Background: an optimization exercise with open tools, aiming at small area. Do not read the settings as production practice.
The RTL was checked by simulation tests, not by an equivalence proof against the original design.
The flow treats the clock pin as an ideal source. Dropping or thinning the clock tree relies on that and would not hold on a real chip.
No activity file was given, so power comes from the tool's default toggle rates.

Setup of red:
==> flow/design.v (excerpt) <==
module pro_v_2_0(a,clk,rst,colomn,r,l,u,d);
input clk;
input rst;
input l,r,u,d;
output [6:0] a;
output [4:0] colomn;
reg [4:0] i;
reg [2:0] lr;
reg [6:0] q;
reg [1:0] motion, sd;
reg [2:0] mx, my;
reg [1:0] d0, d1, d2;
reg [2:0] fx, fy;
reg [5:0] fi;
function [2:0] mvx;
	input [2:0] x;
	input [1:0] dd;
	input neg;
	begin
		if (!dd[1]) mvx = x;
		else if (dd[0] ^ neg) mvx = {x[1], x[0], x[2] ^ x[1]};
		else mvx = {x[0] ^ x[2], x[2], x[1]};
	end
endfunction
function [2:0] mvy;
	input [2:0] y;
	input [1:0] dd;
	input neg;
	begin
		if (dd[1]) mvy = y;
		else if (dd[0] ^ neg) mvy = {y[1], y[0], ~(y[2] | y[1])};
		else mvy = {~(y[1] | y[0]), y[2], y[1]};
	end
endfunction
localparam [383:0] TABLE = 384'b101110101011101110101011101110101011101110101011101110101011101110101011101110101011101110101011101110101011101110101011101110101011101110101011101110101011101110101011101110101011101110101011010000100001001100110000010100110011001100100110111000101100111110101100111000010011001011010000001000111001011001011011100001011000110110111001100110110100011001010110110011100110011100011000;
wire [5:0] tab = TABLE[fi * 6 +: 6];
wire first = fy[2] & fy[0];
wire refresh = (i[4] & i[3] & ~i[2] & ~i[1] & i[0]);
wire apply = refresh & (
	(lr[1] & ~lr[0]) & (~q[5] & ~q[4] & ~q[3] & ~q[2] & ~q[0]) |
	(~lr[2] & ~lr[0]) & (~q[5] & ~q[4] & ~q[3] & ~q[2] & ~q[1]) |
	(~lr[2] & lr[1]) & (~q[6] & ~q[4] & q[3] & ~q[2] & q[1] & ~q[0]));
wire hold = lr[0] ? lr[1] : (lr[1] ? (~i[0] | ~i[2]) : (i[0] | ~i[1] | ~i[4]));
wire [2:0] hx = mvx(mx, d0, 1'b0);
wire [2:0] hy = mvy(my, d0, 1'b0);
wire [2:0] tx = mvx(mx, d1, 1'b1);
wire [2:0] ty = mvy(my, d1, 1'b1);
wire [2:0] px = mvx(tx, d2, 1'b1);
  ...
For scale: roughly 340 cells after synthesis, roughly 18 I/O pins, about 2500 um2 of cells after synthesis.
export LEC_CHECK = 0
export CAP_MARGIN = 0
export CELL_PAD_IN_SITES_DETAIL_PLACEMENT = 0
export CELL_PAD_IN_SITES_GLOBAL_PLACEMENT = 0
export CORE_MARGIN = 2
export CORE_UTILIZATION = 75
export SLEW_MARGIN = 0
create_clock -name core_clock -period 10.0 [get_ports {clk}]
standard.sh (not shown) runs the stock make flow with config.mk's settings and CLKGATE_MAP_FILE= SYNTH_SCRIPT=/design/flow/synth_recipe.tcl, a recipe that flattens the netlist after the stock synthesis.
==> flow/flow/run.sh <==
#!/bin/bash
# Own layout flow: ORFS through standard.sh, with
#  - synthesis mapped for area (synth.tcl: the smallest of several ABC scripts,
#    *.abc, and no adder extraction); registers come from the same passes as the
#    standard synthesis;
#  - port buffers of the smallest buffer cell;
#  - a flat clock tree (cts.tcl: MY_CLK_NBUF buffers driven by the clock port)
#    in place of ORFS's CTS.
set -euo pipefail
W=$(pwd)
F=$W/flow
export MY_ABC_SCRIPTS="$(ls $F/*.abc | tr '\n' ' ')"
export MY_CLK_PORT=clk
export MY_CLK_PRE=${MY_CLK_PRE-sky130_fd_sc_hd__clkinv_2}
export MY_CLK_BUF=${MY_CLK_BUF:-sky130_fd_sc_hd__clkinv_16}
export MY_CLK_NBUF=${MY_CLK_NBUF:-1}
bash standard.sh SYNTH_SCRIPT=$F/synth.tcl synth > $W/synth.log 2>&1
bash standard.sh SYNTH_SCRIPT=$F/synth.tcl \
  "BUFFER_PORTS_ARGS=-buffer_cell sky130_fd_sc_hd__buf_1" \
  PRE_CTS_TCL=$F/cts.tcl \
  finish > $W/layout.log 2>&1
==> flow/flow/d1.abc <==
strash
&get -n
&deepsyn -T 10 -S 17
&put
dch -f
amap
==> flow/flow/d2.abc <==
strash
&get -n
&deepsyn -T 10 -S 34
&put
dch -f
amap
==> flow/flow/d3.abc <==
strash
&get -n
&deepsyn -T 10 -S 51
&put
dch -f
amap
==> flow/flow/d4.abc <==
strash
&get -n
&deepsyn -T 10 -S 68
&put
dch -f
amap
==> flow/flow/e1.abc <==
strash
&get -n
&deepsyn -T 15 -S 11
&put
dch -f
amap
==> flow/flow/e2.abc <==
strash
&get -n
&deepsyn -T 15 -S 22
&put
dch -f
amap
==> flow/flow/e3.abc <==
strash
&get -n
&deepsyn -T 15 -S 33
&put
dch -f
amap
==> flow/flow/e4.abc <==
strash
&get -n
&deepsyn -T 15 -S 44
&put
dch -f
amap
==> flow/flow/e5.abc <==
strash
&get -n
&deepsyn -T 15 -S 55
&put
dch -f
amap
==> flow/flow/e6.abc <==
strash
&get -n
&deepsyn -T 15 -S 66
&put
dch -f
amap
==> flow/flow/e7.abc <==
strash
&get -n
&deepsyn -T 15 -S 77
&put
dch -f
amap
==> flow/flow/e8.abc <==
strash
&get -n
&deepsyn -T 15 -S 88
&put
dch -f
amap
==> flow/flow/s1.abc <==
strash
dch -f
map -a
strash
dch -f
amap
==> flow/flow/s4.abc <==
strash
&get -n
&deepsyn -T 3
&put
dch -f
amap
Other scripts of this flow, unchanged in this note and not shown: flow/flow/cts.tcl, flow/flow/synth.tcl
Setup changes, red to blue
--- a/flow/flow/run.sh
+++ b/flow/flow/run.sh
@@ -2,5 +2,5 @@
 # Own layout flow: ORFS through standard.sh, with
-#  - synthesis mapped for area (synth.tcl: the smallest of several ABC scripts,
-#    *.abc, and no adder extraction); registers come from the same passes as the
-#    standard synthesis;
+#  - synthesis mapped for area (synth.tcl: the smallest of several ABC scripts
+#    written below, and no adder extraction); registers come from the same
+#    passes as the standard synthesis;
 #  - port buffers of the smallest buffer cell;
@@ -11,3 +11,8 @@
 F=$W/flow
-export MY_ABC_SCRIPTS="$(ls $F/*.abc | tr '\n' ' ')"
+mkdir -p $W/abc
+printf 'strash\ndch -f\nmap -a\nstrash\ndch -f\namap\n' > $W/abc/map.abc
+for s in $(seq 1 32); do
+  printf 'strash\n&get -n\n&deepsyn -T 10 -S %d\n&put\ndch -f\namap\n' $((s * 3)) > $W/abc/deep$s.abc
+done
+export MY_ABC_SCRIPTS="$(ls $W/abc/*.abc | tr '\n' ' ')"
 export MY_CLK_PORT=clk
removed: flow/flow/d1.abc
removed: flow/flow/d2.abc
removed: flow/flow/d3.abc
removed: flow/flow/d4.abc
removed: flow/flow/e1.abc
removed: flow/flow/e2.abc
removed: flow/flow/e3.abc
removed: flow/flow/e4.abc
removed: flow/flow/e5.abc
removed: flow/flow/e6.abc
removed: flow/flow/e7.abc
removed: flow/flow/e8.abc
removed: flow/flow/s1.abc
removed: flow/flow/s4.abc
==> comparison <==
Comparing blue against red, there is no change at all in number of inserted filler cells in the final layout. In terms of worst vdd rail ir drop, red and blue differ only marginally. On clock latency on the worst-skew pair, blue and red are basically level. Re minimum clock period: no difference whatsoever between red and blue. From blue to red, met1 demand-to-capacity share in global routing did not move at all. As far as worst-path maximum fanout goes, red and blue are indistinguishable; the numbers are identical. As far as met2 track demand over resource goes, blue and red are indistinguishable; the numbers are identical. From blue to red, total die area did not move at all. Count of flip-flops and latches came out exactly the same in blue and red. There was hardly any difference in wire length of the first global-routing pass between blue and red.
In every run of this note, the design's own scripts or RTL, not TritonCTS, make the clock network.

==> separate check: timing with driven ports <==
How much do the figures lean on ideal ports? The routed layouts below were timed once more, with nothing changed but the port constraints.
Step 1, drivers: a clkbuf_16 drives clk and a buf_2 each remaining input, both assumed.
Step 2 times the ports against the registers' clock, not the clock port: input delays grow and output delays shrink by t, the midpoint of the rising clock arrivals with the driver on.
Three values: ideal, step 1, step 2; two values: the first two.
| run | shift t [ns] | setup slack, ns | latest minus earliest clock arrival (ns) | worst register clock-pin slew, ns |
|---|---|---|---|---|
| red | 0.293 | 4.616 / 4.588 / 4.881 | 0.003 / 0.003 | 0.10 / 0.10 |
| blue | 0.293 | 4.616 / 4.588 / 4.881 | 0.003 / 0.003 | 0.10 / 0.10 |
After both steps setup and hold are still met in every run listed.
